Background: an optimization exercise with open tools, aiming at small area, a short achievable clock period and few clock cycles per item. Do not read the settings as production practice. No functional check of the RTL was part of any run shown here.

===== design/flow/config.mk =====
export PLATFORM = sky130hd
export DESIGN_NAME = multiply
export DESIGN_NICKNAME = multiply
export VERILOG_FILES = /design/flow/design.v
export SDC_FILE = /design/flow/constraint.sdc
export NUM_CORES = 4
export LEC_CHECK = 0
export CAP_MARGIN = 20
export CORE_MARGIN = 2
export CORE_UTILIZATION = 40
export GPL_ROUTABILITY_DRIVEN = 0
export SETUP_SLACK_MARGIN = 0.5
export SLEW_MARGIN = 20
export SYNTH_HIERARCHICAL = 1
export SYNTH_MINIMUM_KEEP_SIZE = 0

===== design/flow/constraint.sdc =====
create_clock -name core_clock -period 4.5 [get_ports {clk}]
set_input_delay 0.9000 -clock core_clock [delete_from_list [all_inputs] [get_ports {clk}]]
set_output_delay 0.9000 -clock core_clock [all_outputs]
set_load 0.01 [all_outputs]

===== design/flow/design.v =====
module multiply (clk, prod, fin, mcand, mplier, reset);
	input clk, reset;
	output [63:0] prod;
	output fin;
	input [31:0] mcand, mplier;
	reg first;		 
	reg [1:0] cnt;		 
	reg [32:0] S, C;	 
	reg [11:0] lx, ly;	 
	reg cin;		 
	reg [5:0] e1, e2;	 
	reg [23:0] sh;	 
	assign fin = (cnt == 3);
	wire [35:0] mpx = {4'd0, mplier};
	wire [12:0] nxt = first ? mpx[23:11] : sh[23:11];	 
	wire [32:0] a = S & {33{~first}} | {1'b1, 32'd0} & {33{first}};
	wire [32:0] b = C & {33{~first}};
	wire [33:0] m1 = {2'b00, mcand};
	wire [33:0] m2 = {1'b0, mcand, 1'b0};
	wire [2:0] f0 = {mplier[1], mplier[0], 1'b0};
	wire [2:0] q0 = nxt[2:0];
	wire fs1_0, fs2_0;
	benc ue0 (f0, fs1_0, fs2_0);
	wire s1_0 = e1[0] | first & fs1_0;
	wire s2_0 = e2[0] | first & fs2_0;
	wire ng0 = first ? mplier[1] : sh[1];
	wire [33:0] r0 = (({34{s1_0}} & m1) | ({34{s2_0}} & m2)) ^ {34{ng0}};
	wire [2:0] f1 = {mplier[3], mplier[2], mplier[1]};
	wire [2:0] q1 = nxt[4:2];
	wire fs1_1, fs2_1;
	benc ue1 (f1, fs1_1, fs2_1);
	wire s1_1 = e1[1] | first & fs1_1;
	wire s2_1 = e2[1] | first & fs2_1;
	wire ng1 = first ? mplier[3] : sh[3];
	wire [33:0] r1 = (({34{s1_1}} & m1) | ({34{s2_1}} & m2)) ^ {34{ng1}};
	wire [2:0] f2 = {mplier[5], mplier[4], mplier[3]};
	wire [2:0] q2 = nxt[6:4];
	wire fs1_2, fs2_2;
	benc ue2 (f2, fs1_2, fs2_2);
	wire s1_2 = e1[2] | first & fs1_2;
	wire s2_2 = e2[2] | first & fs2_2;
	wire ng2 = first ? mplier[5] : sh[5];
	wire [33:0] r2 = (({34{s1_2}} & m1) | ({34{s2_2}} & m2)) ^ {34{ng2}};
	wire [2:0] f3 = {mplier[7], mplier[6], mplier[5]};
	wire [2:0] q3 = nxt[8:6];
	wire fs1_3, fs2_3;
	benc ue3 (f3, fs1_3, fs2_3);
	wire s1_3 = e1[3] | first & fs1_3;
	wire s2_3 = e2[3] | first & fs2_3;
	wire ng3 = first ? mplier[7] : sh[7];
	wire [33:0] r3 = (({34{s1_3}} & m1) | ({34{s2_3}} & m2)) ^ {34{ng3}};
	wire [2:0] f4 = {mplier[9], mplier[8], mplier[7]};
	wire [2:0] q4 = nxt[10:8];
	wire fs1_4, fs2_4;
	benc ue4 (f4, fs1_4, fs2_4);
	wire s1_4 = e1[4] | first & fs1_4;
	wire s2_4 = e2[4] | first & fs2_4;
	wire ng4 = first ? mplier[9] : sh[9];
	wire [33:0] r4 = (({34{s1_4}} & m1) | ({34{s2_4}} & m2)) ^ {34{ng4}};
	wire [2:0] f5 = {mplier[11], mplier[10], mplier[9]};
	wire [2:0] q5 = nxt[12:10];
	wire fs1_5, fs2_5;
	benc ue5 (f5, fs1_5, fs2_5);
	wire s1_5 = e1[5] | first & fs1_5;
	wire s2_5 = e2[5] | first & fs2_5;
	wire ng5 = first ? mplier[11] : sh[11];
	wire [33:0] r5 = (({34{s1_5}} & m1) | ({34{s2_5}} & m2)) ^ {34{ng5}};
	wire l0_6_0_s, l0_6_0_c;
	ha ul0_6_0 (a[6], b[6], l0_6_0_s, l0_6_0_c);
	wire l0_7_1_s, l0_7_1_c;
	ha ul0_7_1 (a[7], b[7], l0_7_1_s, l0_7_1_c);
	wire l0_8_2_s, l0_8_2_c;
	fa ul0_8_2 (a[8], b[8], r0[8], l0_8_2_s, l0_8_2_c);
	wire l0_8_3_s, l0_8_3_c;
	ha ul0_8_3 (r1[6], r2[4], l0_8_3_s, l0_8_3_c);
	wire l0_9_4_s, l0_9_4_c;
	fa ul0_9_4 (a[9], b[9], r0[9], l0_9_4_s, l0_9_4_c);
	wire l0_9_5_s, l0_9_5_c;
	ha ul0_9_5 (r1[7], r2[5], l0_9_5_s, l0_9_5_c);
	wire l0_10_6_s, l0_10_6_c;
	fa ul0_10_6 (a[10], b[10], r0[10], l0_10_6_s, l0_10_6_c);
	wire l0_10_7_s, l0_10_7_c;
	fa ul0_10_7 (r1[8], r2[6], r3[4], l0_10_7_s, l0_10_7_c);
	wire l0_10_8_s, l0_10_8_c;
	ha ul0_10_8 (r4[2], r5[0], l0_10_8_s, l0_10_8_c);
	wire l0_11_9_s, l0_11_9_c;
	fa ul0_11_9 (a[11], b[11], r0[11], l0_11_9_s, l0_11_9_c);
	wire l0_11_10_s, l0_11_10_c;
	fa ul0_11_10 (r1[9], r2[7], r3[5], l0_11_10_s, l0_11_10_c);
	wire l0_11_11_s, l0_11_11_c;
	ha ul0_11_11 (r4[3], r5[1], l0_11_11_s, l0_11_11_c);
	wire l0_12_12_s, l0_12_12_c;
	fa ul0_12_12 (a[12], b[12], r0[12], l0_12_12_s, l0_12_12_c);
	wire l0_12_13_s, l0_12_13_c;
	fa ul0_12_13 (r1[10], r2[8], r3[6], l0_12_13_s, l0_12_13_c);
	wire l0_12_14_s, l0_12_14_c;
	ha ul0_12_14 (r4[4], r5[2], l0_12_14_s, l0_12_14_c);
	wire l0_13_15_s, l0_13_15_c;
	fa ul0_13_15 (a[13], b[13], r0[13], l0_13_15_s, l0_13_15_c);
	wire l0_13_16_s, l0_13_16_c;
	fa ul0_13_16 (r1[11], r2[9], r3[7], l0_13_16_s, l0_13_16_c);
	wire l0_13_17_s, l0_13_17_c;
	ha ul0_13_17 (r4[5], r5[3], l0_13_17_s, l0_13_17_c);
	wire l0_14_18_s, l0_14_18_c;
	fa ul0_14_18 (a[14], b[14], r0[14], l0_14_18_s, l0_14_18_c);
	wire l0_14_19_s, l0_14_19_c;
	fa ul0_14_19 (r1[12], r2[10], r3[8], l0_14_19_s, l0_14_19_c);
	wire l0_14_20_s, l0_14_20_c;
	ha ul0_14_20 (r4[6], r5[4], l0_14_20_s, l0_14_20_c);
	wire l0_15_21_s, l0_15_21_c;
	fa ul0_15_21 (a[15], b[15], r0[15], l0_15_21_s, l0_15_21_c);
	wire l0_15_22_s, l0_15_22_c;
	fa ul0_15_22 (r1[13], r2[11], r3[9], l0_15_22_s, l0_15_22_c);
	wire l0_15_23_s, l0_15_23_c;
	ha ul0_15_23 (r4[7], r5[5], l0_15_23_s, l0_15_23_c);
	wire l0_16_24_s, l0_16_24_c;
	fa ul0_16_24 (a[16], b[16], r0[16], l0_16_24_s, l0_16_24_c);
	wire l0_16_25_s, l0_16_25_c;
	fa ul0_16_25 (r1[14], r2[12], r3[10], l0_16_25_s, l0_16_25_c);
	wire l0_16_26_s, l0_16_26_c;
	ha ul0_16_26 (r4[8], r5[6], l0_16_26_s, l0_16_26_c);
	wire l0_17_27_s, l0_17_27_c;
	fa ul0_17_27 (a[17], b[17], r0[17], l0_17_27_s, l0_17_27_c);
	wire l0_17_28_s, l0_17_28_c;
	fa ul0_17_28 (r1[15], r2[13], r3[11], l0_17_28_s, l0_17_28_c);
	wire l0_17_29_s, l0_17_29_c;
	ha ul0_17_29 (r4[9], r5[7], l0_17_29_s, l0_17_29_c);
	wire l0_18_30_s, l0_18_30_c;
	fa ul0_18_30 (a[18], b[18], r0[18], l0_18_30_s, l0_18_30_c);
	wire l0_18_31_s, l0_18_31_c;
	fa ul0_18_31 (r1[16], r2[14], r3[12], l0_18_31_s, l0_18_31_c);
	wire l0_18_32_s, l0_18_32_c;
	ha ul0_18_32 (r4[10], r5[8], l0_18_32_s, l0_18_32_c);
	wire l0_19_33_s, l0_19_33_c;
	fa ul0_19_33 (a[19], b[19], r0[19], l0_19_33_s, l0_19_33_c);
	wire l0_19_34_s, l0_19_34_c;
	fa ul0_19_34 (r1[17], r2[15], r3[13], l0_19_34_s, l0_19_34_c);
	wire l0_19_35_s, l0_19_35_c;
	ha ul0_19_35 (r4[11], r5[9], l0_19_35_s, l0_19_35_c);
	wire l0_20_36_s, l0_20_36_c;
	fa ul0_20_36 (a[20], b[20], r0[20], l0_20_36_s, l0_20_36_c);
	wire l0_20_37_s, l0_20_37_c;
	fa ul0_20_37 (r1[18], r2[16], r3[14], l0_20_37_s, l0_20_37_c);
	wire l0_20_38_s, l0_20_38_c;
	ha ul0_20_38 (r4[12], r5[10], l0_20_38_s, l0_20_38_c);
	wire l0_21_39_s, l0_21_39_c;
	fa ul0_21_39 (a[21], b[21], r0[21], l0_21_39_s, l0_21_39_c);
	wire l0_21_40_s, l0_21_40_c;
	fa ul0_21_40 (r1[19], r2[17], r3[15], l0_21_40_s, l0_21_40_c);
	wire l0_21_41_s, l0_21_41_c;
	ha ul0_21_41 (r4[13], r5[11], l0_21_41_s, l0_21_41_c);
	wire l0_22_42_s, l0_22_42_c;
	fa ul0_22_42 (a[22], b[22], r0[22], l0_22_42_s, l0_22_42_c);
	wire l0_22_43_s, l0_22_43_c;
	fa ul0_22_43 (r1[20], r2[18], r3[16], l0_22_43_s, l0_22_43_c);
	wire l0_22_44_s, l0_22_44_c;
	ha ul0_22_44 (r4[14], r5[12], l0_22_44_s, l0_22_44_c);
	wire l0_23_45_s, l0_23_45_c;
	fa ul0_23_45 (a[23], b[23], r0[23], l0_23_45_s, l0_23_45_c);
	wire l0_23_46_s, l0_23_46_c;
	fa ul0_23_46 (r1[21], r2[19], r3[17], l0_23_46_s, l0_23_46_c);
	wire l0_23_47_s, l0_23_47_c;
	ha ul0_23_47 (r4[15], r5[13], l0_23_47_s, l0_23_47_c);
	wire l0_24_48_s, l0_24_48_c;
	fa ul0_24_48 (a[24], b[24], r0[24], l0_24_48_s, l0_24_48_c);
	wire l0_24_49_s, l0_24_49_c;
	fa ul0_24_49 (r1[22], r2[20], r3[18], l0_24_49_s, l0_24_49_c);
	wire l0_24_50_s, l0_24_50_c;
	ha ul0_24_50 (r4[16], r5[14], l0_24_50_s, l0_24_50_c);
	wire l0_25_51_s, l0_25_51_c;
	fa ul0_25_51 (a[25], b[25], r0[25], l0_25_51_s, l0_25_51_c);
	wire l0_25_52_s, l0_25_52_c;
	fa ul0_25_52 (r1[23], r2[21], r3[19], l0_25_52_s, l0_25_52_c);
	wire l0_25_53_s, l0_25_53_c;
	ha ul0_25_53 (r4[17], r5[15], l0_25_53_s, l0_25_53_c);
	wire l0_26_54_s, l0_26_54_c;
	fa ul0_26_54 (a[26], b[26], r0[26], l0_26_54_s, l0_26_54_c);
	wire l0_26_55_s, l0_26_55_c;
	fa ul0_26_55 (r1[24], r2[22], r3[20], l0_26_55_s, l0_26_55_c);
	wire l0_26_56_s, l0_26_56_c;
	ha ul0_26_56 (r4[18], r5[16], l0_26_56_s, l0_26_56_c);
	wire l0_27_57_s, l0_27_57_c;
	fa ul0_27_57 (a[27], b[27], r0[27], l0_27_57_s, l0_27_57_c);
	wire l0_27_58_s, l0_27_58_c;
	fa ul0_27_58 (r1[25], r2[23], r3[21], l0_27_58_s, l0_27_58_c);
	wire l0_27_59_s, l0_27_59_c;
	ha ul0_27_59 (r4[19], r5[17], l0_27_59_s, l0_27_59_c);
	wire l0_28_60_s, l0_28_60_c;
	fa ul0_28_60 (a[28], b[28], r0[28], l0_28_60_s, l0_28_60_c);
	wire l0_28_61_s, l0_28_61_c;
	fa ul0_28_61 (r1[26], r2[24], r3[22], l0_28_61_s, l0_28_61_c);
	wire l0_28_62_s, l0_28_62_c;
	ha ul0_28_62 (r4[20], r5[18], l0_28_62_s, l0_28_62_c);
	wire l0_29_63_s, l0_29_63_c;
	fa ul0_29_63 (a[29], b[29], r0[29], l0_29_63_s, l0_29_63_c);
	wire l0_29_64_s, l0_29_64_c;
	fa ul0_29_64 (r1[27], r2[25], r3[23], l0_29_64_s, l0_29_64_c);
	wire l0_29_65_s, l0_29_65_c;
	ha ul0_29_65 (r4[21], r5[19], l0_29_65_s, l0_29_65_c);
	wire l0_30_66_s, l0_30_66_c;
	fa ul0_30_66 (a[30], b[30], r0[30], l0_30_66_s, l0_30_66_c);
	wire l0_30_67_s, l0_30_67_c;
	fa ul0_30_67 (r1[28], r2[26], r3[24], l0_30_67_s, l0_30_67_c);
	wire l0_30_68_s, l0_30_68_c;
	ha ul0_30_68 (r4[22], r5[20], l0_30_68_s, l0_30_68_c);
	wire l0_31_69_s, l0_31_69_c;
	fa ul0_31_69 (a[31], b[31], r0[31], l0_31_69_s, l0_31_69_c);
	wire l0_31_70_s, l0_31_70_c;
	fa ul0_31_70 (r1[29], r2[27], r3[25], l0_31_70_s, l0_31_70_c);
	wire l0_31_71_s, l0_31_71_c;
	ha ul0_31_71 (r4[23], r5[21], l0_31_71_s, l0_31_71_c);
	wire l0_32_72_s, l0_32_72_c;
	fa ul0_32_72 (a[32], b[32], r0[32], l0_32_72_s, l0_32_72_c);
	wire l0_32_73_s, l0_32_73_c;
	fa ul0_32_73 (r1[30], r2[28], r3[26], l0_32_73_s, l0_32_73_c);
	wire l0_32_74_s = r4[24] ^ r5[22] ^ 1'b1;
	wire l0_32_74_c = (r4[24] & r5[22]) | (r4[24] & 1'b1) | (r5[22] & 1'b1);
	wire l0_33_75_s, l0_33_75_c;
	fa ul0_33_75 (~r0[33], r1[31], r2[29], l0_33_75_s, l0_33_75_c);
	wire l0_33_76_s, l0_33_76_c;
	ha ul0_33_76 (r3[27], r4[25], l0_33_76_s, l0_33_76_c);
	wire l0_34_77_s, l0_34_77_c;
	fa ul0_34_77 (r1[32], r2[30], r3[28], l0_34_77_s, l0_34_77_c);
	wire l1_2_78_s, l1_2_78_c;
	ha ul1_2_78 (a[2], b[2], l1_2_78_s, l1_2_78_c);
	wire l1_3_79_s, l1_3_79_c;
	ha ul1_3_79 (a[3], b[3], l1_3_79_s, l1_3_79_c);
	wire l1_4_80_s, l1_4_80_c;
	fa ul1_4_80 (a[4], b[4], r0[4], l1_4_80_s, l1_4_80_c);
	wire l1_4_81_s, l1_4_81_c;
	ha ul1_4_81 (r1[2], r2[0], l1_4_81_s, l1_4_81_c);
	wire l1_5_82_s, l1_5_82_c;
	fa ul1_5_82 (a[5], b[5], r0[5], l1_5_82_s, l1_5_82_c);
	wire l1_5_83_s, l1_5_83_c;
	ha ul1_5_83 (r1[3], r2[1], l1_5_83_s, l1_5_83_c);
	wire l1_6_84_s, l1_6_84_c;
	fa ul1_6_84 (l0_6_0_s, r0[6], r1[4], l1_6_84_s, l1_6_84_c);
	wire l1_6_85_s, l1_6_85_c;
	fa ul1_6_85 (r2[2], r3[0], ng3, l1_6_85_s, l1_6_85_c);
	wire l1_7_86_s, l1_7_86_c;
	fa ul1_7_86 (l0_6_0_c, l0_7_1_s, r0[7], l1_7_86_s, l1_7_86_c);
	wire l1_7_87_s, l1_7_87_c;
	fa ul1_7_87 (r1[5], r2[3], r3[1], l1_7_87_s, l1_7_87_c);
	wire l1_8_88_s, l1_8_88_c;
	fa ul1_8_88 (l0_7_1_c, l0_8_2_s, l0_8_3_s, l1_8_88_s, l1_8_88_c);
	wire l1_8_89_s, l1_8_89_c;
	fa ul1_8_89 (r3[2], r4[0], ng4, l1_8_89_s, l1_8_89_c);
	wire l1_9_90_s, l1_9_90_c;
	fa ul1_9_90 (l0_8_2_c, l0_8_3_c, l0_9_4_s, l1_9_90_s, l1_9_90_c);
	wire l1_9_91_s, l1_9_91_c;
	fa ul1_9_91 (l0_9_5_s, r3[3], r4[1], l1_9_91_s, l1_9_91_c);
	wire l1_10_92_s, l1_10_92_c;
	fa ul1_10_92 (l0_9_4_c, l0_9_5_c, l0_10_6_s, l1_10_92_s, l1_10_92_c);
	wire l1_10_93_s, l1_10_93_c;
	fa ul1_10_93 (l0_10_7_s, l0_10_8_s, ng5, l1_10_93_s, l1_10_93_c);
	wire l1_11_94_s, l1_11_94_c;
	fa ul1_11_94 (l0_10_6_c, l0_10_7_c, l0_10_8_c, l1_11_94_s, l1_11_94_c);
	wire l1_11_95_s, l1_11_95_c;
	fa ul1_11_95 (l0_11_9_s, l0_11_10_s, l0_11_11_s, l1_11_95_s, l1_11_95_c);
	wire l1_12_96_s, l1_12_96_c;
	fa ul1_12_96 (l0_11_9_c, l0_11_10_c, l0_11_11_c, l1_12_96_s, l1_12_96_c);
	wire l1_12_97_s, l1_12_97_c;
	fa ul1_12_97 (l0_12_12_s, l0_12_13_s, l0_12_14_s, l1_12_97_s, l1_12_97_c);
	wire l1_13_98_s, l1_13_98_c;
	fa ul1_13_98 (l0_12_12_c, l0_12_13_c, l0_12_14_c, l1_13_98_s, l1_13_98_c);
	wire l1_13_99_s, l1_13_99_c;
	fa ul1_13_99 (l0_13_15_s, l0_13_16_s, l0_13_17_s, l1_13_99_s, l1_13_99_c);
	wire l1_14_100_s, l1_14_100_c;
	fa ul1_14_100 (l0_13_15_c, l0_13_16_c, l0_13_17_c, l1_14_100_s, l1_14_100_c);
	wire l1_14_101_s, l1_14_101_c;
	fa ul1_14_101 (l0_14_18_s, l0_14_19_s, l0_14_20_s, l1_14_101_s, l1_14_101_c);
	wire l1_15_102_s, l1_15_102_c;
	fa ul1_15_102 (l0_14_18_c, l0_14_19_c, l0_14_20_c, l1_15_102_s, l1_15_102_c);
	wire l1_15_103_s, l1_15_103_c;
	fa ul1_15_103 (l0_15_21_s, l0_15_22_s, l0_15_23_s, l1_15_103_s, l1_15_103_c);
	wire l1_16_104_s, l1_16_104_c;
	fa ul1_16_104 (l0_15_21_c, l0_15_22_c, l0_15_23_c, l1_16_104_s, l1_16_104_c);
	wire l1_16_105_s, l1_16_105_c;
	fa ul1_16_105 (l0_16_24_s, l0_16_25_s, l0_16_26_s, l1_16_105_s, l1_16_105_c);
	wire l1_17_106_s, l1_17_106_c;
	fa ul1_17_106 (l0_16_24_c, l0_16_25_c, l0_16_26_c, l1_17_106_s, l1_17_106_c);
	wire l1_17_107_s, l1_17_107_c;
	fa ul1_17_107 (l0_17_27_s, l0_17_28_s, l0_17_29_s, l1_17_107_s, l1_17_107_c);
	wire l1_18_108_s, l1_18_108_c;
	fa ul1_18_108 (l0_17_27_c, l0_17_28_c, l0_17_29_c, l1_18_108_s, l1_18_108_c);
	wire l1_18_109_s, l1_18_109_c;
	fa ul1_18_109 (l0_18_30_s, l0_18_31_s, l0_18_32_s, l1_18_109_s, l1_18_109_c);
	wire l1_19_110_s, l1_19_110_c;
	fa ul1_19_110 (l0_18_30_c, l0_18_31_c, l0_18_32_c, l1_19_110_s, l1_19_110_c);
	wire l1_19_111_s, l1_19_111_c;
	fa ul1_19_111 (l0_19_33_s, l0_19_34_s, l0_19_35_s, l1_19_111_s, l1_19_111_c);
	wire l1_20_112_s, l1_20_112_c;
	fa ul1_20_112 (l0_19_33_c, l0_19_34_c, l0_19_35_c, l1_20_112_s, l1_20_112_c);
	wire l1_20_113_s, l1_20_113_c;
	fa ul1_20_113 (l0_20_36_s, l0_20_37_s, l0_20_38_s, l1_20_113_s, l1_20_113_c);
	wire l1_21_114_s, l1_21_114_c;
	fa ul1_21_114 (l0_20_36_c, l0_20_37_c, l0_20_38_c, l1_21_114_s, l1_21_114_c);
	wire l1_21_115_s, l1_21_115_c;
	fa ul1_21_115 (l0_21_39_s, l0_21_40_s, l0_21_41_s, l1_21_115_s, l1_21_115_c);
	wire l1_22_116_s, l1_22_116_c;
	fa ul1_22_116 (l0_21_39_c, l0_21_40_c, l0_21_41_c, l1_22_116_s, l1_22_116_c);
	wire l1_22_117_s, l1_22_117_c;
	fa ul1_22_117 (l0_22_42_s, l0_22_43_s, l0_22_44_s, l1_22_117_s, l1_22_117_c);
	wire l1_23_118_s, l1_23_118_c;
	fa ul1_23_118 (l0_22_42_c, l0_22_43_c, l0_22_44_c, l1_23_118_s, l1_23_118_c);
	wire l1_23_119_s, l1_23_119_c;
	fa ul1_23_119 (l0_23_45_s, l0_23_46_s, l0_23_47_s, l1_23_119_s, l1_23_119_c);
	wire l1_24_120_s, l1_24_120_c;
	fa ul1_24_120 (l0_23_45_c, l0_23_46_c, l0_23_47_c, l1_24_120_s, l1_24_120_c);
	wire l1_24_121_s, l1_24_121_c;
	fa ul1_24_121 (l0_24_48_s, l0_24_49_s, l0_24_50_s, l1_24_121_s, l1_24_121_c);
	wire l1_25_122_s, l1_25_122_c;
	fa ul1_25_122 (l0_24_48_c, l0_24_49_c, l0_24_50_c, l1_25_122_s, l1_25_122_c);
	wire l1_25_123_s, l1_25_123_c;
	fa ul1_25_123 (l0_25_51_s, l0_25_52_s, l0_25_53_s, l1_25_123_s, l1_25_123_c);
	wire l1_26_124_s, l1_26_124_c;
	fa ul1_26_124 (l0_25_51_c, l0_25_52_c, l0_25_53_c, l1_26_124_s, l1_26_124_c);
	wire l1_26_125_s, l1_26_125_c;
	fa ul1_26_125 (l0_26_54_s, l0_26_55_s, l0_26_56_s, l1_26_125_s, l1_26_125_c);
	wire l1_27_126_s, l1_27_126_c;
	fa ul1_27_126 (l0_26_54_c, l0_26_55_c, l0_26_56_c, l1_27_126_s, l1_27_126_c);
	wire l1_27_127_s, l1_27_127_c;
	fa ul1_27_127 (l0_27_57_s, l0_27_58_s, l0_27_59_s, l1_27_127_s, l1_27_127_c);
	wire l1_28_128_s, l1_28_128_c;
	fa ul1_28_128 (l0_27_57_c, l0_27_58_c, l0_27_59_c, l1_28_128_s, l1_28_128_c);
	wire l1_28_129_s, l1_28_129_c;
	fa ul1_28_129 (l0_28_60_s, l0_28_61_s, l0_28_62_s, l1_28_129_s, l1_28_129_c);
	wire l1_29_130_s, l1_29_130_c;
	fa ul1_29_130 (l0_28_60_c, l0_28_61_c, l0_28_62_c, l1_29_130_s, l1_29_130_c);
	wire l1_29_131_s, l1_29_131_c;
	fa ul1_29_131 (l0_29_63_s, l0_29_64_s, l0_29_65_s, l1_29_131_s, l1_29_131_c);
	wire l1_30_132_s, l1_30_132_c;
	fa ul1_30_132 (l0_29_63_c, l0_29_64_c, l0_29_65_c, l1_30_132_s, l1_30_132_c);
	wire l1_30_133_s, l1_30_133_c;
	fa ul1_30_133 (l0_30_66_s, l0_30_67_s, l0_30_68_s, l1_30_133_s, l1_30_133_c);
	wire l1_31_134_s, l1_31_134_c;
	fa ul1_31_134 (l0_30_66_c, l0_30_67_c, l0_30_68_c, l1_31_134_s, l1_31_134_c);
	wire l1_31_135_s, l1_31_135_c;
	fa ul1_31_135 (l0_31_69_s, l0_31_70_s, l0_31_71_s, l1_31_135_s, l1_31_135_c);
	wire l1_32_136_s, l1_32_136_c;
	fa ul1_32_136 (l0_31_69_c, l0_31_70_c, l0_31_71_c, l1_32_136_s, l1_32_136_c);
	wire l1_32_137_s, l1_32_137_c;
	fa ul1_32_137 (l0_32_72_s, l0_32_73_s, l0_32_74_s, l1_32_137_s, l1_32_137_c);
	wire l1_33_138_s, l1_33_138_c;
	fa ul1_33_138 (l0_32_72_c, l0_32_73_c, l0_32_74_c, l1_33_138_s, l1_33_138_c);
	wire l1_33_139_s, l1_33_139_c;
	fa ul1_33_139 (l0_33_75_s, l0_33_76_s, r5[23], l1_33_139_s, l1_33_139_c);
	wire l1_34_140_s, l1_34_140_c;
	fa ul1_34_140 (l0_33_75_c, l0_33_76_c, l0_34_77_s, l1_34_140_s, l1_34_140_c);
	wire l1_34_141_s = r4[26] ^ r5[24] ^ 1'b1;
	wire l1_34_141_c = (r4[26] & r5[24]) | (r4[26] & 1'b1) | (r5[24] & 1'b1);
	wire l1_35_142_s, l1_35_142_c;
	fa ul1_35_142 (l0_34_77_c, ~r1[33], r2[31], l1_35_142_s, l1_35_142_c);
	wire l1_35_143_s, l1_35_143_c;
	fa ul1_35_143 (r3[29], r4[27], r5[25], l1_35_143_s, l1_35_143_c);
	wire l1_36_144_s, l1_36_144_c;
	fa ul1_36_144 (r2[32], r3[30], r4[28], l1_36_144_s, l1_36_144_c);
	wire l1_36_145_s = r5[26] ^ 1'b1;
	wire l1_36_145_c = r5[26] & 1'b1;
	wire l1_37_146_s, l1_37_146_c;
	fa ul1_37_146 (~r2[33], r3[31], r4[29], l1_37_146_s, l1_37_146_c);
	wire l1_38_147_s, l1_38_147_c;
	ha ul1_38_147 (r3[32], r4[30], l1_38_147_s, l1_38_147_c);
	wire l2_0_148_s, l2_0_148_c;
	ha ul2_0_148 (a[0], b[0], l2_0_148_s, l2_0_148_c);
	wire l2_1_149_s, l2_1_149_c;
	ha ul2_1_149 (a[1], b[1], l2_1_149_s, l2_1_149_c);
	wire l2_2_150_s, l2_2_150_c;
	fa ul2_2_150 (l1_2_78_s, r0[2], r1[0], l2_2_150_s, l2_2_150_c);
	wire l2_3_151_s, l2_3_151_c;
	fa ul2_3_151 (l1_2_78_c, l1_3_79_s, r0[3], l2_3_151_s, l2_3_151_c);
	wire l2_4_152_s, l2_4_152_c;
	fa ul2_4_152 (l1_3_79_c, l1_4_80_s, l1_4_81_s, l2_4_152_s, l2_4_152_c);
	wire l2_5_153_s, l2_5_153_c;
	fa ul2_5_153 (l1_4_80_c, l1_4_81_c, l1_5_82_s, l2_5_153_s, l2_5_153_c);
	wire l2_6_154_s, l2_6_154_c;
	fa ul2_6_154 (l1_5_82_c, l1_5_83_c, l1_6_84_s, l2_6_154_s, l2_6_154_c);
	wire l2_7_155_s, l2_7_155_c;
	fa ul2_7_155 (l1_6_84_c, l1_6_85_c, l1_7_86_s, l2_7_155_s, l2_7_155_c);
	wire l2_8_156_s, l2_8_156_c;
	fa ul2_8_156 (l1_7_86_c, l1_7_87_c, l1_8_88_s, l2_8_156_s, l2_8_156_c);
	wire l2_9_157_s, l2_9_157_c;
	fa ul2_9_157 (l1_8_88_c, l1_8_89_c, l1_9_90_s, l2_9_157_s, l2_9_157_c);
	wire l2_10_158_s, l2_10_158_c;
	fa ul2_10_158 (l1_9_90_c, l1_9_91_c, l1_10_92_s, l2_10_158_s, l2_10_158_c);
	wire l2_11_159_s, l2_11_159_c;
	fa ul2_11_159 (l1_10_92_c, l1_10_93_c, l1_11_94_s, l2_11_159_s, l2_11_159_c);
	wire l2_12_160_s, l2_12_160_c;
	fa ul2_12_160 (l1_11_94_c, l1_11_95_c, l1_12_96_s, l2_12_160_s, l2_12_160_c);
	wire l2_13_161_s, l2_13_161_c;
	fa ul2_13_161 (l1_12_96_c, l1_12_97_c, l1_13_98_s, l2_13_161_s, l2_13_161_c);
	wire l2_14_162_s, l2_14_162_c;
	fa ul2_14_162 (l1_13_98_c, l1_13_99_c, l1_14_100_s, l2_14_162_s, l2_14_162_c);
	wire l2_15_163_s, l2_15_163_c;
	fa ul2_15_163 (l1_14_100_c, l1_14_101_c, l1_15_102_s, l2_15_163_s, l2_15_163_c);
	wire l2_16_164_s, l2_16_164_c;
	fa ul2_16_164 (l1_15_102_c, l1_15_103_c, l1_16_104_s, l2_16_164_s, l2_16_164_c);
	wire l2_17_165_s, l2_17_165_c;
	fa ul2_17_165 (l1_16_104_c, l1_16_105_c, l1_17_106_s, l2_17_165_s, l2_17_165_c);
	wire l2_18_166_s, l2_18_166_c;
	fa ul2_18_166 (l1_17_106_c, l1_17_107_c, l1_18_108_s, l2_18_166_s, l2_18_166_c);
	wire l2_19_167_s, l2_19_167_c;
	fa ul2_19_167 (l1_18_108_c, l1_18_109_c, l1_19_110_s, l2_19_167_s, l2_19_167_c);
	wire l2_20_168_s, l2_20_168_c;
	fa ul2_20_168 (l1_19_110_c, l1_19_111_c, l1_20_112_s, l2_20_168_s, l2_20_168_c);
	wire l2_21_169_s, l2_21_169_c;
	fa ul2_21_169 (l1_20_112_c, l1_20_113_c, l1_21_114_s, l2_21_169_s, l2_21_169_c);
	wire l2_22_170_s, l2_22_170_c;
	fa ul2_22_170 (l1_21_114_c, l1_21_115_c, l1_22_116_s, l2_22_170_s, l2_22_170_c);
	wire l2_23_171_s, l2_23_171_c;
	fa ul2_23_171 (l1_22_116_c, l1_22_117_c, l1_23_118_s, l2_23_171_s, l2_23_171_c);
	wire l2_24_172_s, l2_24_172_c;
	fa ul2_24_172 (l1_23_118_c, l1_23_119_c, l1_24_120_s, l2_24_172_s, l2_24_172_c);
	wire l2_25_173_s, l2_25_173_c;
	fa ul2_25_173 (l1_24_120_c, l1_24_121_c, l1_25_122_s, l2_25_173_s, l2_25_173_c);
	wire l2_26_174_s, l2_26_174_c;
	fa ul2_26_174 (l1_25_122_c, l1_25_123_c, l1_26_124_s, l2_26_174_s, l2_26_174_c);
	wire l2_27_175_s, l2_27_175_c;
	fa ul2_27_175 (l1_26_124_c, l1_26_125_c, l1_27_126_s, l2_27_175_s, l2_27_175_c);
	wire l2_28_176_s, l2_28_176_c;
	fa ul2_28_176 (l1_27_126_c, l1_27_127_c, l1_28_128_s, l2_28_176_s, l2_28_176_c);
	wire l2_29_177_s, l2_29_177_c;
	fa ul2_29_177 (l1_28_128_c, l1_28_129_c, l1_29_130_s, l2_29_177_s, l2_29_177_c);
	wire l2_30_178_s, l2_30_178_c;
	fa ul2_30_178 (l1_29_130_c, l1_29_131_c, l1_30_132_s, l2_30_178_s, l2_30_178_c);
	wire l2_31_179_s, l2_31_179_c;
	fa ul2_31_179 (l1_30_132_c, l1_30_133_c, l1_31_134_s, l2_31_179_s, l2_31_179_c);
	wire l2_32_180_s, l2_32_180_c;
	fa ul2_32_180 (l1_31_134_c, l1_31_135_c, l1_32_136_s, l2_32_180_s, l2_32_180_c);
	wire l2_33_181_s, l2_33_181_c;
	fa ul2_33_181 (l1_32_136_c, l1_32_137_c, l1_33_138_s, l2_33_181_s, l2_33_181_c);
	wire l2_34_182_s, l2_34_182_c;
	fa ul2_34_182 (l1_33_138_c, l1_33_139_c, l1_34_140_s, l2_34_182_s, l2_34_182_c);
	wire l2_35_183_s, l2_35_183_c;
	fa ul2_35_183 (l1_34_140_c, l1_34_141_c, l1_35_142_s, l2_35_183_s, l2_35_183_c);
	wire l2_36_184_s, l2_36_184_c;
	fa ul2_36_184 (l1_35_142_c, l1_35_143_c, l1_36_144_s, l2_36_184_s, l2_36_184_c);
	wire l2_37_185_s, l2_37_185_c;
	fa ul2_37_185 (l1_36_144_c, l1_36_145_c, l1_37_146_s, l2_37_185_s, l2_37_185_c);
	wire l2_38_186_s, l2_38_186_c;
	fa ul2_38_186 (l1_37_146_c, l1_38_147_s, r5[28], l2_38_186_s, l2_38_186_c);
	wire l2_39_187_s, l2_39_187_c;
	fa ul2_39_187 (l1_38_147_c, ~r3[33], r4[31], l2_39_187_s, l2_39_187_c);
	wire l2_40_188_s, l2_40_188_c;
	ha ul2_40_188 (r4[32], r5[30], l2_40_188_s, l2_40_188_c);
	wire l3_0_189_s, l3_0_189_c;
	ha ul3_0_189 (l2_0_148_s, r0[0], l3_0_189_s, l3_0_189_c);
	wire l3_1_190_s, l3_1_190_c;
	fa ul3_1_190 (l2_0_148_c, l2_1_149_s, r0[1], l3_1_190_s, l3_1_190_c);
	wire l3_2_191_s, l3_2_191_c;
	fa ul3_2_191 (l2_1_149_c, l2_2_150_s, ng1, l3_2_191_s, l3_2_191_c);
	wire l3_3_192_s, l3_3_192_c;
	fa ul3_3_192 (l2_2_150_c, l2_3_151_s, r1[1], l3_3_192_s, l3_3_192_c);
	wire l3_4_193_s, l3_4_193_c;
	fa ul3_4_193 (l2_3_151_c, l2_4_152_s, ng2, l3_4_193_s, l3_4_193_c);
	wire l3_5_194_s, l3_5_194_c;
	fa ul3_5_194 (l2_4_152_c, l2_5_153_s, l1_5_83_s, l3_5_194_s, l3_5_194_c);
	wire l3_6_195_s, l3_6_195_c;
	fa ul3_6_195 (l2_5_153_c, l2_6_154_s, l1_6_85_s, l3_6_195_s, l3_6_195_c);
	wire l3_7_196_s, l3_7_196_c;
	fa ul3_7_196 (l2_6_154_c, l2_7_155_s, l1_7_87_s, l3_7_196_s, l3_7_196_c);
	wire l3_8_197_s, l3_8_197_c;
	fa ul3_8_197 (l2_7_155_c, l2_8_156_s, l1_8_89_s, l3_8_197_s, l3_8_197_c);
	wire l3_9_198_s, l3_9_198_c;
	fa ul3_9_198 (l2_8_156_c, l2_9_157_s, l1_9_91_s, l3_9_198_s, l3_9_198_c);
	wire l3_10_199_s, l3_10_199_c;
	fa ul3_10_199 (l2_9_157_c, l2_10_158_s, l1_10_93_s, l3_10_199_s, l3_10_199_c);
	wire l3_11_200_s, l3_11_200_c;
	fa ul3_11_200 (l2_10_158_c, l2_11_159_s, l1_11_95_s, l3_11_200_s, l3_11_200_c);
	wire l3_12_201_s, l3_12_201_c;
	fa ul3_12_201 (l2_11_159_c, l2_12_160_s, l1_12_97_s, l3_12_201_s, l3_12_201_c);
	wire l3_13_202_s, l3_13_202_c;
	fa ul3_13_202 (l2_12_160_c, l2_13_161_s, l1_13_99_s, l3_13_202_s, l3_13_202_c);
	wire l3_14_203_s, l3_14_203_c;
	fa ul3_14_203 (l2_13_161_c, l2_14_162_s, l1_14_101_s, l3_14_203_s, l3_14_203_c);
	wire l3_15_204_s, l3_15_204_c;
	fa ul3_15_204 (l2_14_162_c, l2_15_163_s, l1_15_103_s, l3_15_204_s, l3_15_204_c);
	wire l3_16_205_s, l3_16_205_c;
	fa ul3_16_205 (l2_15_163_c, l2_16_164_s, l1_16_105_s, l3_16_205_s, l3_16_205_c);
	wire l3_17_206_s, l3_17_206_c;
	fa ul3_17_206 (l2_16_164_c, l2_17_165_s, l1_17_107_s, l3_17_206_s, l3_17_206_c);
	wire l3_18_207_s, l3_18_207_c;
	fa ul3_18_207 (l2_17_165_c, l2_18_166_s, l1_18_109_s, l3_18_207_s, l3_18_207_c);
	wire l3_19_208_s, l3_19_208_c;
	fa ul3_19_208 (l2_18_166_c, l2_19_167_s, l1_19_111_s, l3_19_208_s, l3_19_208_c);
	wire l3_20_209_s, l3_20_209_c;
	fa ul3_20_209 (l2_19_167_c, l2_20_168_s, l1_20_113_s, l3_20_209_s, l3_20_209_c);
	wire l3_21_210_s, l3_21_210_c;
	fa ul3_21_210 (l2_20_168_c, l2_21_169_s, l1_21_115_s, l3_21_210_s, l3_21_210_c);
	wire l3_22_211_s, l3_22_211_c;
	fa ul3_22_211 (l2_21_169_c, l2_22_170_s, l1_22_117_s, l3_22_211_s, l3_22_211_c);
	wire l3_23_212_s, l3_23_212_c;
	fa ul3_23_212 (l2_22_170_c, l2_23_171_s, l1_23_119_s, l3_23_212_s, l3_23_212_c);
	wire l3_24_213_s, l3_24_213_c;
	fa ul3_24_213 (l2_23_171_c, l2_24_172_s, l1_24_121_s, l3_24_213_s, l3_24_213_c);
	wire l3_25_214_s, l3_25_214_c;
	fa ul3_25_214 (l2_24_172_c, l2_25_173_s, l1_25_123_s, l3_25_214_s, l3_25_214_c);
	wire l3_26_215_s, l3_26_215_c;
	fa ul3_26_215 (l2_25_173_c, l2_26_174_s, l1_26_125_s, l3_26_215_s, l3_26_215_c);
	wire l3_27_216_s, l3_27_216_c;
	fa ul3_27_216 (l2_26_174_c, l2_27_175_s, l1_27_127_s, l3_27_216_s, l3_27_216_c);
	wire l3_28_217_s, l3_28_217_c;
	fa ul3_28_217 (l2_27_175_c, l2_28_176_s, l1_28_129_s, l3_28_217_s, l3_28_217_c);
	wire l3_29_218_s, l3_29_218_c;
	fa ul3_29_218 (l2_28_176_c, l2_29_177_s, l1_29_131_s, l3_29_218_s, l3_29_218_c);
	wire l3_30_219_s, l3_30_219_c;
	fa ul3_30_219 (l2_29_177_c, l2_30_178_s, l1_30_133_s, l3_30_219_s, l3_30_219_c);
	wire l3_31_220_s, l3_31_220_c;
	fa ul3_31_220 (l2_30_178_c, l2_31_179_s, l1_31_135_s, l3_31_220_s, l3_31_220_c);
	wire l3_32_221_s, l3_32_221_c;
	fa ul3_32_221 (l2_31_179_c, l2_32_180_s, l1_32_137_s, l3_32_221_s, l3_32_221_c);
	wire l3_33_222_s, l3_33_222_c;
	fa ul3_33_222 (l2_32_180_c, l2_33_181_s, l1_33_139_s, l3_33_222_s, l3_33_222_c);
	wire l3_34_223_s, l3_34_223_c;
	fa ul3_34_223 (l2_33_181_c, l2_34_182_s, l1_34_141_s, l3_34_223_s, l3_34_223_c);
	wire l3_35_224_s, l3_35_224_c;
	fa ul3_35_224 (l2_34_182_c, l2_35_183_s, l1_35_143_s, l3_35_224_s, l3_35_224_c);
	wire l3_36_225_s, l3_36_225_c;
	fa ul3_36_225 (l2_35_183_c, l2_36_184_s, l1_36_145_s, l3_36_225_s, l3_36_225_c);
	wire l3_37_226_s, l3_37_226_c;
	fa ul3_37_226 (l2_36_184_c, l2_37_185_s, r5[27], l3_37_226_s, l3_37_226_c);
	wire l3_38_227_s = l2_37_185_c ^ l2_38_186_s ^ 1'b1;
	wire l3_38_227_c = (l2_37_185_c & l2_38_186_s) | (l2_37_185_c & 1'b1) | (l2_38_186_s & 1'b1);
	wire l3_39_228_s, l3_39_228_c;
	fa ul3_39_228 (l2_38_186_c, l2_39_187_s, r5[29], l3_39_228_s, l3_39_228_c);
	wire l3_40_229_s = l2_39_187_c ^ l2_40_188_s ^ 1'b1;
	wire l3_40_229_c = (l2_39_187_c & l2_40_188_s) | (l2_39_187_c & 1'b1) | (l2_40_188_s & 1'b1);
	wire l3_41_230_s, l3_41_230_c;
	fa ul3_41_230 (l2_40_188_c, ~r4[33], r5[31], l3_41_230_s, l3_41_230_c);
	wire l3_42_231_s = r5[32] ^ 1'b1;
	wire l3_42_231_c = r5[32] & 1'b1;
	wire [44:0] x = {1'b0, l3_42_231_c, l3_41_230_c, l3_40_229_c, l3_39_228_c, l3_38_227_c, l3_37_226_c, l3_36_225_c, l3_35_224_c, l3_34_223_c, l3_33_222_c, l3_32_221_c, l3_31_220_c, l3_30_219_c, l3_29_218_c, l3_28_217_c, l3_27_216_c, l3_26_215_c, l3_25_214_c, l3_24_213_c, l3_23_212_c, l3_22_211_c, l3_21_210_c, l3_20_209_c, l3_19_208_c, l3_18_207_c, l3_17_206_c, l3_16_205_c, l3_15_204_c, l3_14_203_c, l3_13_202_c, l3_12_201_c, l3_11_200_c, l3_10_199_c, l3_9_198_c, l3_8_197_c, l3_7_196_c, l3_6_195_c, l3_5_194_c, l3_4_193_c, l3_3_192_c, l3_2_191_c, l3_1_190_c, l3_0_189_c, l3_0_189_s};
	wire [44:0] y = {1'b0, ~r5[33], l3_42_231_s, l3_41_230_s, l3_40_229_s, l3_39_228_s, l3_38_227_s, l3_37_226_s, l3_36_225_s, l3_35_224_s, l3_34_223_s, l3_33_222_s, l3_32_221_s, l3_31_220_s, l3_30_219_s, l3_29_218_s, l3_28_217_s, l3_27_216_s, l3_26_215_s, l3_25_214_s, l3_24_213_s, l3_23_212_s, l3_22_211_s, l3_21_210_s, l3_20_209_s, l3_19_208_s, l3_18_207_s, l3_17_206_s, l3_16_205_s, l3_15_204_s, l3_14_203_s, l3_13_202_s, l3_12_201_s, l3_11_200_s, l3_10_199_s, l3_9_198_s, l3_8_197_s, l3_7_196_s, l3_6_195_s, l3_5_194_s, l3_4_193_s, l3_3_192_s, l3_2_191_s, l3_1_190_s, ng0};
	wire [13:0] lows = {1'b0, lx, cin} + {1'b0, ly, cin};
	wire [12:0] low = lows[13:1];	 
	always @(posedge clk) begin
		first <= reset;
		if (reset)
			cnt <= 0;
		else if (cnt != 3)
			cnt <= cnt + 1'b1;
		S <= x[44:12];
		C <= y[44:12];
		lx <= x[11:0];
		ly <= y[11:0];
		cin <= low[12] & ~first;
		e1 <= reset ? 6'd0 : {q5[1] ^ q5[0], q4[1] ^ q4[0], q3[1] ^ q3[0], q2[1] ^ q2[0], q1[1] ^ q1[0], q0[1] ^ q0[0]};
		e2 <= reset ? 6'd0 : {(q5 == 3'b100) | (q5 == 3'b011), (q4 == 3'b100) | (q4 == 3'b011), (q3 == 3'b100) | (q3 == 3'b011), (q2 == 3'b100) | (q2 == 3'b011), (q1 == 3'b100) | (q1 == 3'b011), (q0 == 3'b100) | (q0 == 3'b011)};
		sh <= first ? mpx[35:12] : {low[11:0], sh[23:12]};
	end
	wire [40:0] his = {S, lx, cin} + {C, ly, cin};
	wire [39:0] hi = his[40:1];
	assign prod = {hi, sh};
endmodule
module benc (g, s1, s2);
	input [2:0] g;
	output s1, s2;
	assign s1 = g[1] ^ g[0];
	assign s2 = (g == 3'b100) | (g == 3'b011);
endmodule
module fa (a, b, c, s, co);
	input a, b, c;
	output s, co;
	assign s = a ^ b ^ c;
	assign co = (a & b) | (a & c) | (b & c);
endmodule
module ha (a, b, s, co);
	input a, b;
	output s, co;
	assign s = a ^ b;
	assign co = a & b;
endmodule

===== design/flow/flow/run.sh =====
#!/bin/bash
# Standard layout, but with plain buffers on the ports instead of delay cells.
export BUFFER_PORTS_ARGS="-buffer_cell sky130_fd_sc_hd__buf_2"
bash standard.sh > standard.log 2>&1

===== design/flow/standard.sh =====
#!/bin/bash
# synth_recipe.tcl (not shown) runs the flow's synth.tcl, then flattens the netlist and writes it again
# the make line also repeats each setting of config.mk as NAME=value (left out here)
make -C /OpenROAD-flow-scripts/flow DESIGN_CONFIG=/design/flow/config.mk WORK_HOME=/design/flow/orfs CLKGATE_MAP_FILE= SYNTH_SCRIPT=/design/flow/synth_recipe.tcl "${@:-finish}"

==> impl_results.md, run 1 <==
* GRT overflow at 0
* Syn. warnings at 7
* TritonCTS buffer count at 17
* DR DRC count at 0
* Type of origin of the critical path: register
* Adder-cell share of the synthesized area at between 30% and 40%
* Cell Chain, Critical Path: fa_2 > a211oi_2 > o21ai_2 > o2111ai_4 > a21oi_4 > o211ai_4 > o211ai_2 > a41oi_2 > o21bai_2 > xor2_1 > buf_2
* Top-count cell post-synth: xnor2_1
* Met1 Use GR at 32.36%
* Avg Cell Area, Syn at 10.51 um^2
* Hold path start: cnt[1]$_SDFFE_PP0N_
* Worst skew pair latency at ~0.45 ns
* CTS tree: yes
* Setup tns final at 0 ns
* Via Count at approximately 11000
* Min-Delay Path Class: register to register
* Layout Cells excl Fill at around 1900
* Tot GR Track Use at between 20 and 25%
* Remaining antenna violation count at 0
* Cells after synthesis at 1332
* Longest Clk Path Bufs at 2
* Compound-Gate Fraction of Synth Area at between 15 and 20%
* GRT Max-Usage Layer: met2
* Worst-path clk slew at approximately 0.060 ns
* Initial DRC Count at about 780
* CP max-delay cell: fa_2
* Clk sinks at 128
* Met2 GRT Util at 40.83%
* Core area at about 35000 um^2
* Worst Setup End Kind: output port
* Buffers on Ports at 130
* CP Data Required Time at 3.60 ns
* DP Wirelength at 31760 um
* Max Fclk at 253.3 MHz
* Final wirelength at 43050 um
* Die span in x at 191.1 um
* Initial Util at about two fifths
* Antenna violations before repair at 0
* Drt wl/cell at 22.82 um
* RSZ-0062 raised after global routing: true
* Netlist cell types at 57
* Root Buffer: clkbuf_16
* R2R Setup Slk at 0.71 ns
* Cells after DPL at between 1500 and 2000
* Actual slew at the worst max-slew pin at between 0.8 and 0.9 ns
* Worst reg2reg path startpoint: first$_DFF_P_
* Critical path arrival at 3.05 ns
* EDFF count, synth at 0
* R2R depth at 9
* DR pass1 iterations at 6
* Worst slew margin at 42.33%
* Hold endpoint: cnt[1]$_SDFFE_PP0N_
* RR Endpoint: C[22]$_DFF_P_
* Via-to-Cell Ratio at 5.592
* Final hold viol count at 0
* Largest delay contributor family on the critical path: compound AO/OA/AOI/OAI gates
* CP max stage delay at 0.41 ns
* Number of max-cap violations at 0
* Clk_skew at 0.01160 ns
* I/O Pins at 131
* Largest cells by area after synthesis: fa_1 27%, dfxtp_1 18%, xnor2_1 14%
* Period utilization at 87.73%
* First-pass GRT wire length at 66780 um
* Fillers at 3288
* Hold WS at 0.5204 ns
* Chip height at 191.1 um
* Synth Area in Simple Gates at 6.334%
* FP Rows at 68
* GR Util met3 at 3.286%
* Largest family of logic cells by synthesized area: adder cells
* Final nets at about 1800
* Synth Area in XOR/XNOR at 14.88%
* Vias in the first global route at approximately 11000
* Largest net degree at the start of global routing at 46
* Largest fanout on the critical path at 5
* WP buf/inv at 1
* Synth cell count leaders: 223 x xnor2_1, 191 x fa_1, 186 x a22oi_1, 128 x dfxtp_1, 104 x ha_1
* #FFs+latches synth at between 100 and 150
* Ys async rst share at 0%
* # H-tree levels at 4
* Hold Path Stages at 2
* Multiplexer share of the synthesized area at under 10%
* Mapped cell area at 14000 um^2
* Synth Flop Type: dfxtp_1
* Share of cells above drive strength 1 at a little over a quarter
* Max Slew Vio Count at 0
* Final setup vio count at 0
* Outcome: timing/DRC/antenna clean
* Die footprint at 36520 um^2
* Synth area leader: fa_1
* Area Growth Syn to Fin at 18.06%
* Post-route minimum period at 3.948 ns
* Register area share after synthesis at 18.30%
* Synth top area share at 27.30%
* WS Path Type: register to output port
* Post-CTS Hold Buffers at 0
-- metrics by stage --
step                utilization (%)  setup WS, ns  area [um^2]
floorplan                         -        0.5015        14530
global placement              45.36        0.1434        15670
detailed placement            45.36        0.1049        15670
CTS                           47.26        0.4782        16330
global route                  47.86        0.4134        16530
finish                        47.87        0.5521        16530
-- modules after synthesis, one instance, submodules excluded --
module / cells / area [um^2]
multiply: 1076 / 9465
benc: 5 / 47.55
fa: 1 / 20.02
ha: 1 / 12.51
-- final cells by class --
cell class	instances	area [um^2]	area share [%]
Antenna cell	1	2.502	0.01513
Clock buffer	20	467.9	2.830
Clock inverter	12	98.84	0.5978
Inverter	50	200.2	1.211
Multi-Input combinational cell	1054	11540	69.82
Sequential cell	128	2567	15.53
Tap cell	455	569.3	3.443
Timing Repair Buffer	166	1084	6.553
-- sequential cells by signal, indices dropped and copies added, names as in the netlist --
name	count
e2	6
lx	12
S	32
C	32
cnt	2
ly	12
sh	24
cin	1
first	1
e1	6
-- cell usage in the layout (no fill, tap or decap), types with 4 or more instances in the layout --
master and n:
nor2_1 24, xnor2_1 221, clkbuf_16 18, inv_1 39, mux2_4 6, a21o_1 21
ha_4 11, clkinv_4 5, nand3_1 5, a31oi_1 4, mux2i_1 23, a22oi_2 59
o21bai_1 5, o211ai_1 5, dfxtp_1 126, o21ai_0 11, ha_2 9, fa_2 49
ha_1 84, a21oi_1 34, buf_4 23, inv_6 5, buf_12 13, xor2_1 14
nand2_1 38, o21ai_1 5, nand4_1 6, fa_1 142, mux2_2 9, buf_2 130
inv_2 7, nor2b_1 78, o21ai_2 5, a22oi_1 127
-- what timing repair did --
action                     4_1_cts  5_1_grt
buffers inserted                 2        3
resized for setup               12       38
pin swaps                       13       23
setup endpoints to repair        9       22
-- cell families (layout without fill, tap and decap cells) --
logic type | count (synthesis) | after routing
other | 1 | 4
AO/OA/AOI/OAI | 311 | 311
AND/OR/NAND/NOR | 168 | 168
flip-flops | 128 | 128
adder cells (fa/ha/maj) | 295 | 295
XOR/XNOR | 238 | 238
multiplexers | 39 | 39
buffers and inverters | 152 | 248
-- routing by layer --
metal / vias to the layer above / wire length (um)
li1: 4752 / -
met2: 401 / 20770
met4: 0 / 1381
met3: 68 / 2653
met5: - / 0
met1: 5326 / 18240
-- how the worst max path moves through the flow --
stage / startpoint / end / slack (ns) / cells after the start
after floorplan: mplier[4] / C[22]$_DFF_P_ / 0.50 / 11
after global placement: mplier[3] / C[22]$_DFF_P_ / 0.14 / 12
after detailed placement: mplier[5] / C[22]$_DFF_P_ / 0.10 / 12
after CTS: ly[0]$_DFF_P_ / prod[57] / 0.48 / 11
after global routing: ly[0]$_DFF_P_ / prod[57] / 0.41 / 11
final: ly[0]$_DFF_P_ / prod[57] / 0.55 / 11
-- worst register-to-register path: stages, from the launching register on --
cell     delay (ns)
dfxtp_4        0.47
buf_4          0.32
mux2i_1        0.39
inv_2          0.08
buf_12         0.20
xnor2_1        0.24
fa_1           0.46
fa_1           0.51
fa_1           0.56
fa_1           0.42
==> run 2: changes to the inputs <==
--- a/design/flow/config.mk
+++ b/design/flow/config.mk
@@ -7,8 +7,8 @@
 export LEC_CHECK = 0
 export CAP_MARGIN = 20
 export CORE_MARGIN = 2
-export CORE_UTILIZATION = 40
-export GPL_ROUTABILITY_DRIVEN = 0
+export CORE_UTILIZATION = 55
+export PLACE_DENSITY = 0.75
 export SETUP_SLACK_MARGIN = 0.5
 export SLEW_MARGIN = 20
 export SYNTH_HIERARCHICAL = 1
==> run 2 against run 1 <==
Wire length decreased by 4.2%; critical endpoint is now C[15]$_DFF_P_; hold slack improved by 0.023 ns; final cell count decreased by 6.7%; synthesized cell count unchanged; largest cell class unchanged; still clean on timing, DRC and antenna; setup slack improved by 0.023 ns; critical path type is now primary input to register; register-to-register slack improved by 0.05 ns.
==> impl_results.md, run 2 <==
* Final wirelength at 41260 um (-4.2%)
* Worst skew pair latency at 0.43 ns (-0.02 ns)
* Hold endpoint: cnt[0]$_SDFFE_PP0N_
* Post-CTS Hold Buffers at 0 (unchanged)
* Mapped cell area at 14000 um^2 (unchanged)
* Compound-Gate Fraction of Synth Area at 16.66% (unchanged)
* Core area at 25110 um^2 (-27%)
* Actual slew at the worst max-slew pin at 0.9309 ns (+0.06584 ns)
* Vias in the first global route at 11510 (+1.8%)
* RSZ-0062 raised after global routing: true
* Cell Chain, Critical Path: buf_2 > inv_1 > ha_1 > mux2_4 > a21o_1 > buf_12 > a22oi_2 > xnor2_2 > fa_2 > fa_2 > fa_1 > fa_1
* Commonest non-fill, non-tap cell in the layout: xnor2_1
* Dpl ws at 0.1146 ns (+0.009644 ns)
* Hold path start: cnt[0]$_SDFFE_PP0N_
* Via-to-Cell Ratio at 6.244 (+12%)
* Most frequent cells in the layout: 220 x xnor2_1, 143 x fa_1, 130 x buf_2, 127 x a22oi_1, 124 x dfxtp_1
* Largest net degree at the start of global routing at 36 (-22%)
* Initial Util at 55.78% (+15 points)
* # H-tree levels at 4 (unchanged)
* TritonCTS buffer count at 17 (unchanged)
* Final setup vio count at 0 (unchanged)
* Synth cell count leaders: 223 x xnor2_1, 191 x fa_1, 186 x a22oi_1, 128 x dfxtp_1, 104 x ha_1
* RR Endpoint: C[12]$_DFF_P_
* Share of cells above drive strength 1 at 26.12% (-1.3 points)
* Final hold viol count at 0 (unchanged)
* Fillers at 2027 (-38%)
* Cells after synthesis at 1332 (unchanged)
* Clk sinks at 128 (unchanged)
* Layout Cells excl Fill at 1759 (-6.7%)
* Hold Path Stages at 2 (unchanged)
* Biggest regs: C (32), S (32), sh (24)
* CP max stage delay at 0.54 ns (+0.13 ns)
* Max Slew Vio Count at 0 (unchanged)
* Hold WS at 0.5430 ns (+0.02254 ns)
* Netlist cell types at 57 (unchanged)
* Longest Clk Path Bufs at 2 (unchanged)
* I/O Pins at 131 (unchanged)
* Largest cells by area after synthesis: fa_1 27%, dfxtp_1 18%, xnor2_1 14%
* DP Wirelength at 29760 um (-6.3%)
* Root Buffer: clkbuf_16
* DR pass1 iterations at 8 (+2)
* GRT overflow at 0 (unchanged)
* Tot GR Track Use at 31.95% (+7.5 points)
* Chip height at 163.6 um (-14%)
* WS Path Type: primary input to register
* Clk_skew at 0.01305 ns (+0.001448 ns)
* Outcome: timing/DRC/antenna clean
* Worst setup margin at 0.5746 ns (+0.02250 ns)
* FP Rows at 58 (-15%)
* Register area share after synthesis at 18.30% (unchanged)
* Die footprint at 26760 um^2 (-27%)
* First-pass GRT wire length at 64700 um (-3.1%)
* Post-route cell area at 16240 um^2 (-1.8%)
* CTS tree: yes
* Number of max-cap violations at 0 (unchanged)
* Buffers on Ports at 130 (unchanged)
* Worst slew margin at 37.94% (-4.4 points)
* Adder-cell share of the synthesized area at 36.59% (unchanged)
* Gpl congestion at ~0.90
* Post-route minimum period at 3.925 ns (-0.02250 ns)
* Largest fanout on the critical path at 32 (+27)
* R2R depth at 7 (-2)
* Cells after DPL at 1722 (-6.8%)
* Syn. warnings at 7 (unchanged)
* Min-Delay Path Class: register to register
* Worst Setup End Kind: register
* Critical path arrival at 4.23 ns (+1.18 ns)
* Synth area leader: fa_1
* Synth Flop Type: dfxtp_1
* Avg Cell Area, Syn at 10.51 um^2 (unchanged)
* Critical Path Start: mplier[1]
* Area post-placement at 15490 um^2 (-1.1%)
* R2R Setup Slk at 0.76 ns (+0.05 ns)
* Period utilization at 87.23% (-0.50 points)
* Worst-path clk slew at 0.06 ns (about the same)
* Multiplexer share of the synthesized area at 3.082% (unchanged)
* Max Fclk at 254.8 MHz (+0.57%)
* Synth Area in XOR/XNOR at 14.88% (unchanged)
* Synth Area in Simple Gates at 6.334% (unchanged)
* Setup tns final at 0 ns (unchanged)
* Remaining antenna violation count at 0 (unchanged)
* Ys async rst share at 0% (unchanged)
* Area Growth Syn to Fin at 15.98%
* CP Data Required Time at 4.80 ns (+1.20 ns)
* Largest family of logic cells by synthesized area: adder cells
* Antenna violations before repair at 2 (+2)
* Final nets at 1776 (-0.11%)
* DR DRC count at 0 (unchanged)
* Die span in x at 163.6 um (-14%)
* Via Count at 10980 (+4.1%)
* CP max-delay cell: fa_1
* Type of origin of the critical path: primary input
* Worst reg2reg path startpoint: first$_DFF_P_
* EDFF count, synth at 0 (unchanged)
* Initial DRC Count at 1023 (+31%)
* #FFs+latches synth at 128 (unchanged)
* Top-count cell post-synth: xnor2_1
* Drt wl/cell at 23.46 um (+2.8%)
* Synth top area share at 27.30% (unchanged)
[run 2: worst max-delay path, delay by kind of cell]
family | cells | cell delay [ns]
adders and majority gates | 5 | 2.03
muxes | 1 | 0.25
xor gates and xnor gates | 1 | 0.20
buffers and inverters | 3 | 0.36
AOI/OAI and AO/OA | 2 | 0.47
[run 2: area by class of cell]
class	instances	area (um^2)	area share, %
Sequential cell	128	2570	15.82
Antenna cell	1	2.502	0.01541
Clock buffer	18	429.2	2.642
Timing Repair Buffer	164	1056	6.501
Multi-Input combinational cell	1054	11430	70.35
Inverter	50	200.2	1.232
Clock inverter	14	145.1	0.8935
Tap cell	330	412.9	2.542
[run 2: what timing repair did]
action	4_1_cts	5_1_grt
pin swaps	6	12
gates resized for setup	1	29
endpoints found under the setup margin	6	21
endpoints found under the hold margin	0	0
setup buffers	1	3
[run 2: metal layers]
layer	GRT usage (%)	share of wire, %
met3	6.120	8.2
met4	16.59	5.2
met5	0	0.034
met1	40.13	39
met2	52.49	48
[run 2: how the worst max path moves through the flow]
stage	to	slack [ns]
floorplan	C[22]$_DFF_P_	0.50
global placement	C[16]$_DFF_P_	0.17
detailed placement	C[12]$_DFF_P_	0.11
CTS	prod[57]	0.52
global route	prod[57]	0.45
finish	C[15]$_DFF_P_	0.57
[run 2: through the flow]
step / util (%)
floorplan: -
global placement: 61.70
detailed placement: 61.70
CTS: 64.02
global route: 64.68
finish: 64.69
[run 2: per-module statistics from Yosys (local to each module, per instance)]
module	cells	copies in the design	area, um^2
benc	5	6	47.55
fa	1	190	20.02
ha	1	36	12.51
multiply	1076	1	9465
[run 2: cells by family (layout without fill, tap and decap cells)]
| kind of cell | count (synthesis) | count (layout) |
|---|---|---|
| AO/OA/AOI/OAI | 311 | 311 |
| AND/OR/NAND/NOR | 168 | 168 |
| other | 1 | 4 |
| XOR/XNOR | 238 | 238 |
| multiplexers | 39 | 39 |
| buffers and inverters | 152 | 246 |
| flip-flops | 128 | 128 |
| adder cells (fa/ha/maj) | 295 | 295 |

[afterwards: timing with drivers on the ports]
The flow's constraints put no driver on any port. The routed layouts listed below were extracted and timed again, unchanged, in two steps. Step 1 assumes that a clkbuf_16 drives the clock port and a buf_2 every other input. Step 2 moves the port delays by t, midway between the first and last clock arrival at a register: inputs arrive t later, outputs are due t later. That takes back most of the time a late clock gives input paths. Slacks: ideal / step 1 / step 2; pairs: ideal / step 1.
run | t, ns | setup slack, ns | worst slew at a driven data input, ns
run 1 | 0.494 | 0.552 / 0.498 / 0.121 | 0.06
run 2 | 0.473 | 0.575 / 0.545 / 0.128 | 0.08
After both steps every run listed still meets setup and hold. For run 2, which loses most, drivers alone change the setup slack by -0.030 ns; drivers and shift together by -0.447 ns.
